Context: an optimization exercise on an open-source flow, tuned for small area, a short achievable clock period and few clock cycles per item. The choices shown serve that exercise and are no tape-out recipe. Only simulation tests tie the RTL to the original design; equivalence was not proved.

== run 1 ==
## sm4_top
module sm4_top (
    clk,rst,start,i_plaintext,i_key,
    o_data,o_done
);
Size in the first run: about 3500 cells after synthesis, about 390 flip-flops, ~7 I/O pins.
export LEC_CHECK = 0
export ABC_AREA = 1
export CAP_MARGIN = 20
export CORE_MARGIN = 2
export CORE_UTILIZATION = 40
export SETUP_SLACK_MARGIN = 4.0
export SLEW_MARGIN = 20
create_clock -name core_clock -period 6.5 [get_ports {clk}]
standard.sh (not shown) runs the stock make flow with config.mk's settings and CLKGATE_MAP_FILE= SYNTH_SCRIPT=/design/flow/synth_recipe.tcl, a recipe that flattens the netlist after the stock synthesis.
==> flow/flow/run.sh <==
#!/bin/bash
# The standard ORFS layout (standard.sh), with two synthesis changes:
#  - ADDER_MAP_FILE empty: Yosys's full/half-adder extraction would turn the
#    XOR/AND pairs of the S-box and linear layers into slow adder cells that
#    ABC cannot restructure.
#  - the 3-input XOR/XNOR cells are added to DONT_USE_CELLS (on top of the
#    platform's list): ABC chains them in the linear layers, and they are
#    slower than trees of 2-input XORs.
set -euo pipefail
PLATFORM_DONT_USE=$(sed -n '/^export DONT_USE_CELLS += /,/^#/p' \
    "$FLOW_HOME/platforms/sky130hd/config.mk" | grep -o 'sky130_fd_sc_hd__[a-z0-9_]*' | tr '\n' ' ')
EXTRA="sky130_fd_sc_hd__xor3_1 sky130_fd_sc_hd__xor3_2 sky130_fd_sc_hd__xor3_4 sky130_fd_sc_hd__xnor3_1 sky130_fd_sc_hd__xnor3_2 sky130_fd_sc_hd__xnor3_4"
bash standard.sh ADDER_MAP_FILE= "DONT_USE_CELLS=$PLATFORM_DONT_USE $EXTRA" finish > standard.log 2>&1
Testbench counts of run 1, summed over its fixed seeds: cycles 22,848, blocks 64.
Inputs modified between run 1 and run 2:
- ABC_AREA: 1 -> unset
- CORE_UTILIZATION: 40 -> 60
- SETUP_SLACK_MARGIN: 4.0 -> 3.6
## What came out
- In the metrics for run 1 and run 2, the one carrying the lower sequential fraction of the synthesis area is run 1.
- Comparing run 1 and run 2, the higher detailed-route wire length per cell was measured on run 2.
- Run 2 vs run 1 — vias after detailed routing dropped by more than 10%
- Run 2 gives more share of the final layout cell area in sequential cells than run 1 did.
- Weighted congestion reported at the end of routability-driven placement in run 2 is 11% above run 1.
- From run 1 to run 2 the numbers moved as follows: non-clock buffer count in the final layout increased 150%, number of placement rows decreased 19%.
- Compared to run 1, run 2 has worst setup slack after layout 360 ps lower.
Modified inputs, run 3 compared to run 2
- swapping 3.6 for 4.0 in SETUP_SLACK_MARGIN
- putting ABC_AREA at 1 where nothing was set
- putting CTS_CLUSTER_SIZE at 30 where nothing was set
- swapping 60 for 40 in CORE_UTILIZATION
- putting CTS_CLUSTER_DIAMETER at 100 where nothing was set
Compared with run 2, in run 3 compound-gate portion of the synthesized area down 4.5 points; total CTS buffers moved down; highest attainable clock frequency higher. Area enclosed by the die boundary on run 3 is behind run 2. The higher cell depth of the worst flop-to-flop path of run 3 and run 2 is in run 2.

---

sm4_top, a different RTL version from the one above (not shown whole).
Size in the first run: roughly 390 flip-flops, roughly 23000 sq um of cells after synthesis.
Settings: LEC_CHECK=0, ABC_AREA=1, CAP_MARGIN=20, CORE_MARGIN=2, CORE_UTILIZATION=40, CTS_CLUSTER_DIAMETER=100, CTS_CLUSTER_SIZE=30, SETUP_SLACK_MARGIN=4.2, SLEW_MARGIN=20; clock period 6.5 ns.
Scripts as last shown in full above: flow/flow/run.sh
Testbench counts at the start, summed over its fixed seeds: cycles 22,848, blocks 64.
Rerun with:
CORE_UTILIZATION = 50   (was 40)
CTS_CLUSTER_SIZE = 28   (was 30)
SETUP_SLACK_MARGIN = 4.1   (was 4.2)
What happened:
- The new run passed the timing, design-rule and antenna checks
- design area came out lower by a few percent
- worst hold slack hardly moves
- routed wire length goes up slightly
- synthesized area does not change
- non-clock buffer count drops by 53
- maximum frequency decreases slightly
- setup slack loses 0.014 ns
Rerun with:
CORE_UTILIZATION = 55   (was 50)
CTS_CLUSTER_SIZE = 30   (was 28)
- The new run completed with no timing, DRC or antenna violations
- utilization came out higher by 5.0 points
- worst setup slack hardly moves
- sequential cell count does not change
- global-route usage rises by 2.5 points
- final cell count goes down slightly

==> afterwards: timing with drivers on the ports <==
In the flow no input, the clock included, has a driving cell. The finished layouts below were timed again as built, in two steps.
Step 1 assumes that a clkbuf_16 drives the clock port and a buf_2 every other input.
Step 2 also shifts input and output timing later by t, the mid clock arrival at the registers, as if the neighbouring blocks saw the same clock.
Three values: ideal, step 1, step 2; two values: the first two.
run	t (ns)	slack for setup (ns)	hold slack, ns	clock arrival spread, ns	slew at the worst register clock pin (ns)
run 1	0.652	4.051 / 3.993 / 3.578	0.342 / 0.342 / 0.342	0.040 / 0.040	0.06 / 0.06
run 2	0.619	3.686 / 3.686 / 3.557	0.359 / 0.359 / 0.359	0.019 / 0.019	0.06 / 0.06
run 3	0.607	4.097 / 4.040 / 3.643	0.351 / 0.351 / 0.351	0.048 / 0.048	0.12 / 0.12
the first run of note 2	0.599	4.143 / 4.084 / 4.074	0.362 / 0.362 / 0.362	0.029 / 0.029	0.12 / 0.12
the second run of note 2	0.608	4.130 / 4.063 / 3.618	0.364 / 0.364 / 0.364	0.046 / 0.046	0.11 / 0.11
the third run of note 2	0.601	4.131 / 4.071 / 3.687	0.350 / 0.350 / 0.350	0.033 / 0.033	0.12 / 0.12
After both steps setup and hold are still met in every run listed. For the second run of note 2, which loses most, drivers alone change the setup slack by -0.067 ns; drivers and shift together by -0.512 ns.
